Background: an optimization exercise with open tools, aiming at small area, a short achievable clock period and few clock cycles. Do not read the settings as production practice.
At most, simulation tests tie the RTL to the original design; equivalence was not proved.
Power figures rest on the tool's default switching activity, not on a simulated workload.

Q:
// cpu20
module cpu20 (
    input             clk,
    input             reset,
    output     [11:0] imem_addr,
    input      [19:0] imem_data,
    output reg [10:0] dmem_addr,
    output     [19:0] dmem_wdata,
    output reg        dmem_we,
    input      [19:0] dmem_rdata,
    output reg        halted
);
Size: roughly 1400 cells after synthesis, roughly 370 flip-flops.
==> flow/config.mk <==
export PLATFORM = sky130hd
export DESIGN_NAME = cpu20
export DESIGN_NICKNAME = cpu20
export VERILOG_FILES = /design/flow/design.v
export SDC_FILE = /design/flow/constraint.sdc
export NUM_CORES = 4
export LEC_CHECK = 0
export CAP_MARGIN = 20
export CORE_MARGIN = 2
export CORE_UTILIZATION = 40
export PLACE_DENSITY = 0.6
export SLEW_MARGIN = 20
==> flow/constraint.sdc <==
create_clock -name core_clock -period 10.0 [get_ports {clk}]
set_input_delay 2.0000 -clock core_clock [delete_from_list [all_inputs] [get_ports {clk}]]
set_output_delay 2.0000 -clock core_clock [all_outputs]
set_load 0.01 [all_outputs]
run.sh (not shown) runs the stock make flow with config.mk's settings and CLKGATE_MAP_FILE= SYNTH_SCRIPT=/design/flow/synth_recipe.tcl, a recipe that flattens the netlist after the stock synthesis.
Q: PASS, flow complete, no timing, DRC or antenna violations
Testbench counts of Q, summed over its fixed seeds: cycles 76,491.
#### Input delta (S over Q)
==> flow/flow/run.sh (new file) <==
#!/bin/bash
# Standard synthesis, then the standard layout with repair_timing aiming for
# extra setup slack (a tighter internal target than the 10 ns clock).
set -euo pipefail
MARGIN=$(cat flow/margin.txt)
bash standard.sh synth > synth.log 2>&1
bash standard.sh SETUP_SLACK_MARGIN=$MARGIN finish > layout.log 2>&1
==> flow/flow/margin.txt (new file) <==
6
==> flow/standard.sh (new file) <==
#!/bin/bash
# synth_recipe.tcl (not shown) runs the flow's synth.tcl, then flattens the netlist and writes it again
# the make line also repeats each setting of config.mk as NAME=value (left out here)
make -C /OpenROAD-flow-scripts/flow DESIGN_CONFIG=/design/flow/config.mk WORK_HOME=/design/flow/orfs CLKGATE_MAP_FILE= SYNTH_SCRIPT=/design/flow/synth_recipe.tcl "${@:-finish}"
removed: flow/run.sh
Results
Via count delta (S − Q): unfavourable. S completed; timing, DRC and antenna clean. Run comparison: Q dominant kind of cell sequential cells; S dominant kind of cell multi-input combinational cells. Comparing post-route total power for Q and S, the smaller number came from Q. From S to Q, clock tree buffer depth did not move at all.

* * *

cpu20, a different RTL version from the one above (not shown whole).
For scale: roughly 430 flip-flops, ~23000 sq um of cells after synthesis.
## cpu20
module cpu20 (
    input             clk,
    input             reset,
    output     [11:0] imem_addr,
    input      [19:0] imem_data,
    output     [10:0] dmem_addr,
    output     [19:0] dmem_wdata,
    output reg        dmem_we,
    input      [19:0] dmem_rdata,
    output reg        halted
);
==> flow/config.mk <==
export PLATFORM = sky130hd
export DESIGN_NAME = cpu20
export DESIGN_NICKNAME = cpu20
export VERILOG_FILES = /design/flow/design.v
export SDC_FILE = /design/flow/constraint.sdc
export NUM_CORES = 4
export LEC_CHECK = 0
export CAP_MARGIN = 20
export CORE_MARGIN = 2
export CORE_UTILIZATION = 40
export PLACE_DENSITY = 0.6
export SLEW_MARGIN = 20
export SYNTH_HIERARCHICAL = 1
==> flow/constraint.sdc <==
create_clock -name core_clock -period 10.0 [get_ports {clk}]
set_input_delay 2.0000 -clock core_clock [delete_from_list [all_inputs] [get_ports {clk}]]
set_output_delay 2.0000 -clock core_clock [all_outputs]
set_load 0.01 [all_outputs]
standard.sh (not shown) runs the stock make flow with config.mk's settings and CLKGATE_MAP_FILE= SYNTH_SCRIPT=/design/flow/synth_recipe.tcl, a recipe that flattens the netlist after the stock synthesis.
==> flow/flow/run.sh <==
#!/bin/bash
# Standard synthesis, then the standard layout with repair_timing aiming for
# extra setup slack (a tighter internal target than the 10 ns clock), sizing
# not limited to same-footprint cells, and port buffers of a fixed type.
set -euo pipefail
MARGIN=$(cat flow/margin.txt)
bash standard.sh synth > synth.log 2>&1
bash standard.sh SETUP_SLACK_MARGIN=$MARGIN MATCH_CELL_FOOTPRINT=0 \
  "BUFFER_PORTS_ARGS=-buffer_cell sky130_fd_sc_hd__buf_4" finish > layout.log 2>&1
==> flow/flow/margin.txt <==
6.8
Testbench counts at the start, summed over its fixed seeds: cycles 76,271.
Change:
==> flow/flow/margin.txt (replaced) <==
6.7
--- a/flow/config.mk
+++ b/flow/config.mk
@@ -9,4 +9,6 @@
 export CORE_MARGIN = 2
 export CORE_UTILIZATION = 40
+export CTS_CLUSTER_DIAMETER = 70
+export CTS_CLUSTER_SIZE = 30
 export PLACE_DENSITY = 0.6
 export SLEW_MARGIN = 20
What happened: Die area does not change. Design area decreases by 3.7%. Fmax decreases by 3.1%.

* * *

cpu20, a different RTL version from the one above (not shown whole).
Size in the first run: about 430 flip-flops, about 87 I/O pins.
Settings: LEC_CHECK=0, CAP_MARGIN=20, CORE_MARGIN=2, CORE_UTILIZATION=40, PLACE_DENSITY=0.6, SLEW_MARGIN=20, SYNTH_HIERARCHICAL=1; clock period 10.0 ns.
==> flow/flow/margin.txt <==
6.9
Scripts as last shown in full above: flow/flow/run.sh
The starting point finished with timing, DRC and antenna clean.
Rerun with:
==> flow/flow/margin.txt (replaced) <==
6.7
=> Hold slack got worse by 0.0033 ns; synthesized cell count does not change; power drops by 5.7%; cell count is lower by 2.4%; via count goes down by 2.8%; register-to-register slack is worse by 0.08 ns; design area went down by 4.6%; clock power stays flat; utilization fell by 2.3 points.
Function was not checked in any run of this note: the RTL went through the layout flow alone.

* * *

Another version of the RTL of cpu20 (not shown whole).
Size in the first run: about 2200 cells after synthesis, ~440 flip-flops, roughly 0.024 mm^2 of cells after synthesis.
Settings: LEC_CHECK=0, CAP_MARGIN=20, CORE_MARGIN=2, CORE_UTILIZATION=40, PLACE_DENSITY=0.6, SLEW_MARGIN=20; clock period 10.0 ns.
==> flow/flow/margin.txt <==
6.5
Scripts as last shown in full above: flow/flow/run.sh
The baseline completed with no timing, DRC or antenna violations.
Testbench counts at the start, summed over its fixed seeds: cycles 76,573.
Then changed:
==> flow/flow/run.sh (replaced) <==
#!/bin/bash
# Standard synthesis, then the standard layout with repair_timing aiming for
# extra setup slack (a tighter internal target than the 10 ns clock).
set -euo pipefail
MARGIN=$(cat flow/margin.txt)
bash standard.sh synth > synth.log 2>&1
bash standard.sh SETUP_SLACK_MARGIN=$MARGIN finish > layout.log 2>&1
Global-route usage rises by 0.57 points.
Hold slack gets better by 12 ps.
Setup slack is worse by 29 ps.
Non-clock buffer count rises by 15.
Final area grows by 1.2%.
Clock power came out lower by about 4%.
Utilization went up by 0.55 points.
Combinational power increases by about 6%.
Final cell count rises by about 0.54%.
Sequential power drops by about 2%.

* * *

Another version of the RTL of cpu20 (not shown whole).
For scale: about 1900 cells after synthesis, roughly 430 flip-flops, ~87 I/O pins.
export LEC_CHECK = 0
export CAP_MARGIN = 20
export CORE_MARGIN = 2
export CORE_UTILIZATION = 40
export CTS_CLUSTER_DIAMETER = 100
export CTS_CLUSTER_SIZE = 20
export PLACE_DENSITY = 0.6
export SLEW_MARGIN = 20
export SYNTH_HIERARCHICAL = 1
create_clock -name core_clock -period 10.0 [get_ports {clk}]
==> flow/flow/run.sh <==
#!/bin/bash
# Standard synthesis, then the standard layout with repair_timing aiming for
# extra setup slack (a tighter internal target than the 10 ns clock), sizing
# not limited to same-footprint cells, and port buffers of a fixed type.
set -euo pipefail
MARGIN=$(cat flow/margin.txt)
bash standard.sh synth > synth.log 2>&1
bash standard.sh SETUP_SLACK_MARGIN=$MARGIN MATCH_CELL_FOOTPRINT=0 \
  "BUFFER_PORTS_ARGS=-buffer_cell sky130_fd_sc_hd__buf_4" finish > layout.log 2>&1
==> flow/flow/margin.txt <==
6.7
The baseline produced a clean layout.
Testbench counts at the start, summed over its fixed seeds: cycles 76,271.
Next try:
CTS_CLUSTER_SIZE = 25   (was 20)
Count of clock-buffer cells in the layout falls by 9. Die area stays the same. Sequential share of layout area increases by 0.18 points. Worst hold slack is better by 0.0046 ns. Setup slack improves by 0.0033 ns. Power came out lower slightly. First-iteration DRC count grows by a little under a tenth. Critical path depth does not change. Utilization shrinks by 0.15 points.

* * *

## run 1
Another version of the RTL of cpu20 (not shown whole).
Size in the first run: ~1900 cells after synthesis, about 440 flip-flops, about 87 I/O pins, about 0.023 mm^2 of cells after synthesis.
==> flow/config.mk <==
export PLATFORM = sky130hd
export DESIGN_NAME = cpu20
export DESIGN_NICKNAME = cpu20
export VERILOG_FILES = /design/flow/design.v
export SDC_FILE = /design/flow/constraint.sdc
export NUM_CORES = 4
export LEC_CHECK = 0
export CAP_MARGIN = 20
export CORE_MARGIN = 2
export CORE_UTILIZATION = 40
export PLACE_DENSITY = 0.6
export SLEW_MARGIN = 20
export SYNTH_HIERARCHICAL = 1
==> flow/constraint.sdc <==
create_clock -name core_clock -period 10.0 [get_ports {clk}]
set_input_delay 2.0000 -clock core_clock [delete_from_list [all_inputs] [get_ports {clk}]]
set_output_delay 2.0000 -clock core_clock [all_outputs]
set_load 0.01 [all_outputs]
==> flow/flow/margin.txt <==
6.5
Scripts as last shown in full above: flow/flow/run.sh
Run 1: no failed stages, no open violations at the end
Testbench counts of run 1, summed over its fixed seeds: cycles 76,573.
### run 1 -> run 2
- PLACE_DENSITY changed from 0.6 to 0.75
- CORE_UTILIZATION changed from 40 to 60
==> flow/flow/margin.txt <==
6.7
Run 2: number of well taps about 32% below run 1
Of the two values seen for endpoint of the worst setup timing path, pcu.pcOut[8] was produced by run 2 and dmem_wdata[11] by run 1.
For die area, dividing the value from run 1 by the value from run 2 gives 1.5.
Total global routing track utilization: run 2 vs run 1 up 11 points
On area added between synthesis and finish, the lower figure sits with run 1, not run 2.
Result: PASS for each of run 1 and run 2
--- input diff run 2..run 3 ---
- CORE_UTILIZATION changed from 60 to 40
- PLACE_DENSITY changed from 0.75 to 0.6
==> flow/flow/margin.txt <==
6.9
Results
Comparing run 2 and run 3, the lower number of buffers created by CTS was measured on run 2. Compared with run 2, run 3 shows a higher wire length on met2. Run 3 and run 2 ended up with roughly the same post-detailed-route count of antenna-violating nets. Taking run 2 over run 3, the sum of routed wire length over all layers ratio works out to 0.905. Looking only at share of final layout cell area taken by non-clock buffers, and setting everything else aside, the lower value of run 2 and run 3 goes to run 2. Run 3 vs run 2: overall power up. Re async set-or-reset flop fraction in the synthesized netlist: no difference whatsoever between run 2 and run 3. Power drawn by the combinational cells ends up higher on run 3.

* * *

== quartz ==
cpu20, a different RTL version from the one above (not shown whole).
Size in the first run: ~430 flip-flops, about 87 I/O pins.
export LEC_CHECK = 0
export CAP_MARGIN = 20
export CORE_MARGIN = 2
export CORE_UTILIZATION = 40
export CTS_CLUSTER_DIAMETER = 100
export CTS_CLUSTER_SIZE = 20
export PLACE_DENSITY = 0.6
export SLEW_MARGIN = 20
export SYNTH_HIERARCHICAL = 1
create_clock -name core_clock -period 10.0 [get_ports {clk}]
==> flow/flow/margin.txt <==
6.9
Scripts as last shown in full above: flow/flow/run.sh
Testbench counts of quartz, summed over its fixed seeds: cycles 76,271.
Changes in maple relative to quartz:
==> flow/flow/margin.txt <==
6.7
==> run notes <==
- Min clock power across quartz and maple: quartz
- Between quartz and maple, the difference in number of vias per cell after detailed routing is negligible.
- Going from quartz to maple, internal reg-to-reg setup slack now smaller; wire length of the first global-routing pass moved up; cell area fell 850 um^2.
The inputs of xenon differ from those of maple as listed below.
==> flow/flow/margin.txt <==
6.8
Notes after the runs:
In terms of met2 layer wire length in the routed design, xenon and maple differ only marginally.
Diff maple -> xenon: maximum fanout along the worst path went down, area added between synthesis and finish went up, worst slew margin relative to its limit went up.
xenon vs. maple: worst-margin pin slew lower; number of antenna diodes lower; sum of buffers and inverters on the critical path higher; via count of the routed design roughly the same.
Utilization maple -> xenon: up
The inputs of fjord differ from those of xenon as listed below.
==> flow/flow/margin.txt <==
7.0
### Flow results
- Relative to xenon, fjord degrades routed wire length.
- Compared to xenon, fjord has fraction of layout instances using a drive strength above 1 7.3 points higher.
- Top power consumer group = combinational logic: fjord; top power consumer group = sequential cells: xenon
- Comparing fjord and xenon, the higher count of non-CTS buffers in the layout was measured on fjord.
- Data arrival time of the critical path across fjord and xenon: no real change.
- Number of signal-net inverters in the final layout for fjord is higher than for xenon.
- Static leakage (xenon / fjord): 0.929
- fjord vs. xenon: total stage count of the critical path went down by 1.

* * *

== build 68 ==
RTL: one of the versions met above, not the one the previous note started from.
Size: about 2000 cells after synthesis, about 430 flip-flops.
// cpu20
module cpu20 (
    input             clk,
    input             reset,
    output     [11:0] imem_addr,
    input      [19:0] imem_data,
    output     [10:0] dmem_addr,
    output     [19:0] dmem_wdata,
    output reg        dmem_we,
    input      [19:0] dmem_rdata,
    output reg        halted
);
export LEC_CHECK = 0
export CAP_MARGIN = 20
export CORE_MARGIN = 2
export CORE_UTILIZATION = 40
export CTS_BUF_LIST = sky130_fd_sc_hd__clkbuf_4 sky130_fd_sc_hd__clkbuf_8
export PLACE_DENSITY = 0.6
export SLEW_MARGIN = 20
export SYNTH_HIERARCHICAL = 1
create_clock -name core_clock -period 10.0 [get_ports {clk}]
==> flow/flow/run.sh <==
#!/bin/bash
# Standard synthesis, then the standard layout with repair_timing aiming for
# extra setup slack (a tighter internal target than the 10 ns clock), sizing
# not limited to same-footprint cells, and port buffers of a fixed type.
set -euo pipefail
MARGIN=$(cat flow/margin.txt)
PORTBUF=$(cat flow/portbuf.txt)
bash standard.sh synth > synth.log 2>&1
bash standard.sh SETUP_SLACK_MARGIN=$MARGIN MATCH_CELL_FOOTPRINT=0 \
  "BUFFER_PORTS_ARGS=-buffer_cell $PORTBUF" finish > layout.log 2>&1
==> flow/flow/margin.txt <==
6.9
==> flow/flow/portbuf.txt <==
sky130_fd_sc_hd__buf_2
Testbench counts of build 68, summed over its fixed seeds: cycles 76,271.
Setup changes, build 68 to build 19
# build 68
export LEC_CHECK = 0
export CAP_MARGIN = 20
export CORE_MARGIN = 2
export CORE_UTILIZATION = 40
export CTS_BUF_LIST = sky130_fd_sc_hd__clkbuf_4 sky130_fd_sc_hd__clkbuf_8
export PLACE_DENSITY = 0.6
export SLEW_MARGIN = 20
export SYNTH_HIERARCHICAL = 1
create_clock -name core_clock -period 10.0 [get_ports {clk}]
# build 19
export LEC_CHECK = 0
export CAP_MARGIN = 20
export CORE_MARGIN = 2
export CORE_UTILIZATION = 40
export CTS_CLUSTER_DIAMETER = 100
export CTS_CLUSTER_SIZE = 25
export PLACE_DENSITY = 0.6
export SLEW_MARGIN = 20
export SYNTH_HIERARCHICAL = 1
create_clock -name core_clock -period 10.0 [get_ports {clk}]
==> flow/flow/run.sh <==
#!/bin/bash
# Standard synthesis, then the standard layout with repair_timing aiming for
# extra setup slack (a tighter internal target than the 10 ns clock), sizing
# not limited to same-footprint cells, and port buffers of a fixed type.
set -euo pipefail
MARGIN=$(cat flow/margin.txt)
bash standard.sh synth > synth.log 2>&1
bash standard.sh SETUP_SLACK_MARGIN=$MARGIN MATCH_CELL_FOOTPRINT=0 \
  "BUFFER_PORTS_ARGS=-buffer_cell sky130_fd_sc_hd__buf_4" finish > layout.log 2>&1
==> flow/flow/margin.txt <==
6.7
removed: flow/flow/portbuf.txt
Results
Of the two values seen for highest-delay cell along the critical path, sky130_fd_sc_hd__dfrtp_1 was produced by build 68 and sky130_fd_sc_hd__dfrtp_2 by build 19. Re final hold slack: build 68 was lower than build 19. The total of hold buffers inserted after clock tree synthesis on build 68 is in line with that on build 19. Relative to build 68, transition time of the tightest slew-check pin decreased by 93 ps in build 19. Changes observed in build 19 relative to build 68: utilization decreased 3.8 points, portion of the layout cell area used by non-clock buffers decreased 2.3 points, register-to-register slack decreased 110 ps. Build 68 did not stop at any stage, and its layout met the timing, design-rule and antenna checks. Build 19 completed end to end with timing, DRC and antenna clean. On final wirelength: between build 19 and build 68, it ends up higher for build 68. Relative to build 68, sequential share of cell area increased by 3.4 points in build 19.
diff inputs: build 19 => build 47
# build 19
export LEC_CHECK = 0
export CAP_MARGIN = 20
export CORE_MARGIN = 2
export CORE_UTILIZATION = 40
export CTS_CLUSTER_DIAMETER = 100
export CTS_CLUSTER_SIZE = 25
export PLACE_DENSITY = 0.6
export SLEW_MARGIN = 20
export SYNTH_HIERARCHICAL = 1
create_clock -name core_clock -period 10.0 [get_ports {clk}]
# build 47
export LEC_CHECK = 0
export CAP_MARGIN = 20
export CORE_MARGIN = 2
export CORE_UTILIZATION = 40
export CTS_BUF_LIST = sky130_fd_sc_hd__clkbuf_4 sky130_fd_sc_hd__clkbuf_8
export PLACE_DENSITY = 0.6
export SLEW_MARGIN = 20
export SYNTH_HIERARCHICAL = 1
create_clock -name core_clock -period 10.0 [get_ports {clk}]
==> flow/flow/run.sh <==
#!/bin/bash
# Standard synthesis, then the standard layout with repair_timing aiming for
# extra setup slack (a tighter internal target than the 10 ns clock), sizing
# not limited to same-footprint cells, and port buffers of a fixed type.
set -euo pipefail
MARGIN=$(cat flow/margin.txt)
PORTBUF=$(cat flow/portbuf.txt)
bash standard.sh synth > synth.log 2>&1
bash standard.sh SETUP_SLACK_MARGIN=$MARGIN MATCH_CELL_FOOTPRINT=0 \
  "BUFFER_PORTS_ARGS=-buffer_cell $PORTBUF" finish > layout.log 2>&1
==> flow/flow/margin.txt <==
6.8
==> flow/flow/portbuf.txt (new file) <==
sky130_fd_sc_hd__buf_2
[summary]
Build 47 completed every stage of the flow, and the final layout passed the timing, design-rule and antenna checks.
Between build 19 and build 47, the flow reports total CTS buffers increasing by more than 100%.
Build 19 and build 47 ended up with nearly the same critical path arrival.
For the shortest clock period the worst path allows after layout, build 47 came in 12 ps lower than build 19 did.
[compare] base=build 19 new=build 47: setup slack rose 12 ps, flip-flop and latch power fell about 2%, count of inserted tapcells about even, non-clock buffer count rose 40.
Slowest cell on the critical path: sky130_fd_sc_hd__dfrtp_2 -> build 19, sky130_fd_sc_hd__dfxtp_4 -> build 47
Pre-CTS setup slack, build 19 and build 47, higher one = build 19.
For build 17, these inputs were changed with respect to build 47:
==> flow/flow/margin.txt <==
6.7
[summary]
- Build 17: combinational power about 5% below build 47
- The number of setup buffers added after CTS in build 17 is 0.46 times that in build 47.
- Per the comparison of build 17 with build 47, setup slack now sits lower, internal power component fell by 3.6%.
- Total wire length after detailed routing sits lower in build 17 than in build 47.
- The highest metal layer with signal wires comes out met4 in one run and met5 in the other, namely in build 47 and build 17 respectively.
- Build 17: critical path depth lower than build 47

==> what the ideal ports hide <==
The results above use ideal ports. As a check the final layouts listed here were re-extracted and re-timed, cells and wires unchanged. Step 1 assumes that a clkbuf_16 drives the clock port and a buf_2 every other input. Step 2 also shifts input and output timing later by t, the mid clock arrival at the registers, as if the neighbouring blocks saw the same clock. Slacks: ideal / step 1 / step 2; pairs: ideal / step 1.
run | t (ns) | setup WS [ns] | worst register clock-pin slew, ns | pins driven straight from the clock port
Q | 0.599 | 3.629 / 3.629 / 3.629 | 0.06 / 0.06 | 1
S | 0.617 | 5.277 / 5.215 / 5.302 | 0.07 / 0.07 | 1
the first run of note 2 | 0.605 | 6.821 / 6.765 / 6.296 | 0.07 / 0.07 | 1
the second run of note 2 | 0.623 | 6.718 / 6.659 / 6.224 | 0.12 / 0.12 | 1
the first run of note 3 | 0.643 | 6.826 / 6.762 / 6.341 | 0.07 / 0.07 | 1
the second run of note 3 | 0.647 | 6.734 / 6.672 / 6.199 | 0.06 / 0.06 | 1
the first run of note 4 | 0.654 | 6.398 / 6.398 / 5.987 | 0.07 / 0.07 | 1
the second run of note 4 | 0.653 | 6.369 / 6.369 / 5.880 | 0.07 / 0.07 | 1
the first run of note 5 | 0.634 | 6.733 / 6.673 / 6.175 | 0.09 / 0.09 | 1
the second run of note 5 | 0.614 | 6.736 / 6.683 / 6.181 | 0.10 / 0.10 | 1
run 1 | 0.658 | 6.551 / 6.486 / 5.951 | 0.06 / 0.06 | 1
run 2 | 0.647 | 6.683 / 6.630 / 6.043 | 0.07 / 0.07 | 1
run 3 | 0.667 | 6.754 / 6.742 / 6.103 | 0.06 / 0.06 | 1
quartz | 0.626 | 6.837 / 6.775 / 6.316 | 0.10 / 0.10 | 1
maple | 0.640 | 6.731 / 6.672 / 6.221 | 0.09 / 0.09 | 1
xenon | 0.642 | 6.815 / 6.757 / 6.220 | 0.09 / 0.09 | 1
fjord | 0.628 | 6.835 / 6.778 / 6.288 | 0.09 / 0.09 | 1
build 68 | 0.687 | 6.758 / 6.708 / 6.273 | 0.07 / 0.07 | 1
build 19 | 0.619 | 6.729 / 6.667 / 6.246 | 0.10 / 0.10 | 1
build 47 | 0.686 | 6.741 / 6.685 / 6.268 | 0.07 / 0.07 | 1
build 17 | 0.665 | 6.725 / 6.664 / 6.130 | 0.07 / 0.07 | 1
After both steps every run listed still meets setup and hold. The setup slack of run 3, which loses most, moves by -0.012 ns with the drivers and by -0.651 ns with both steps.
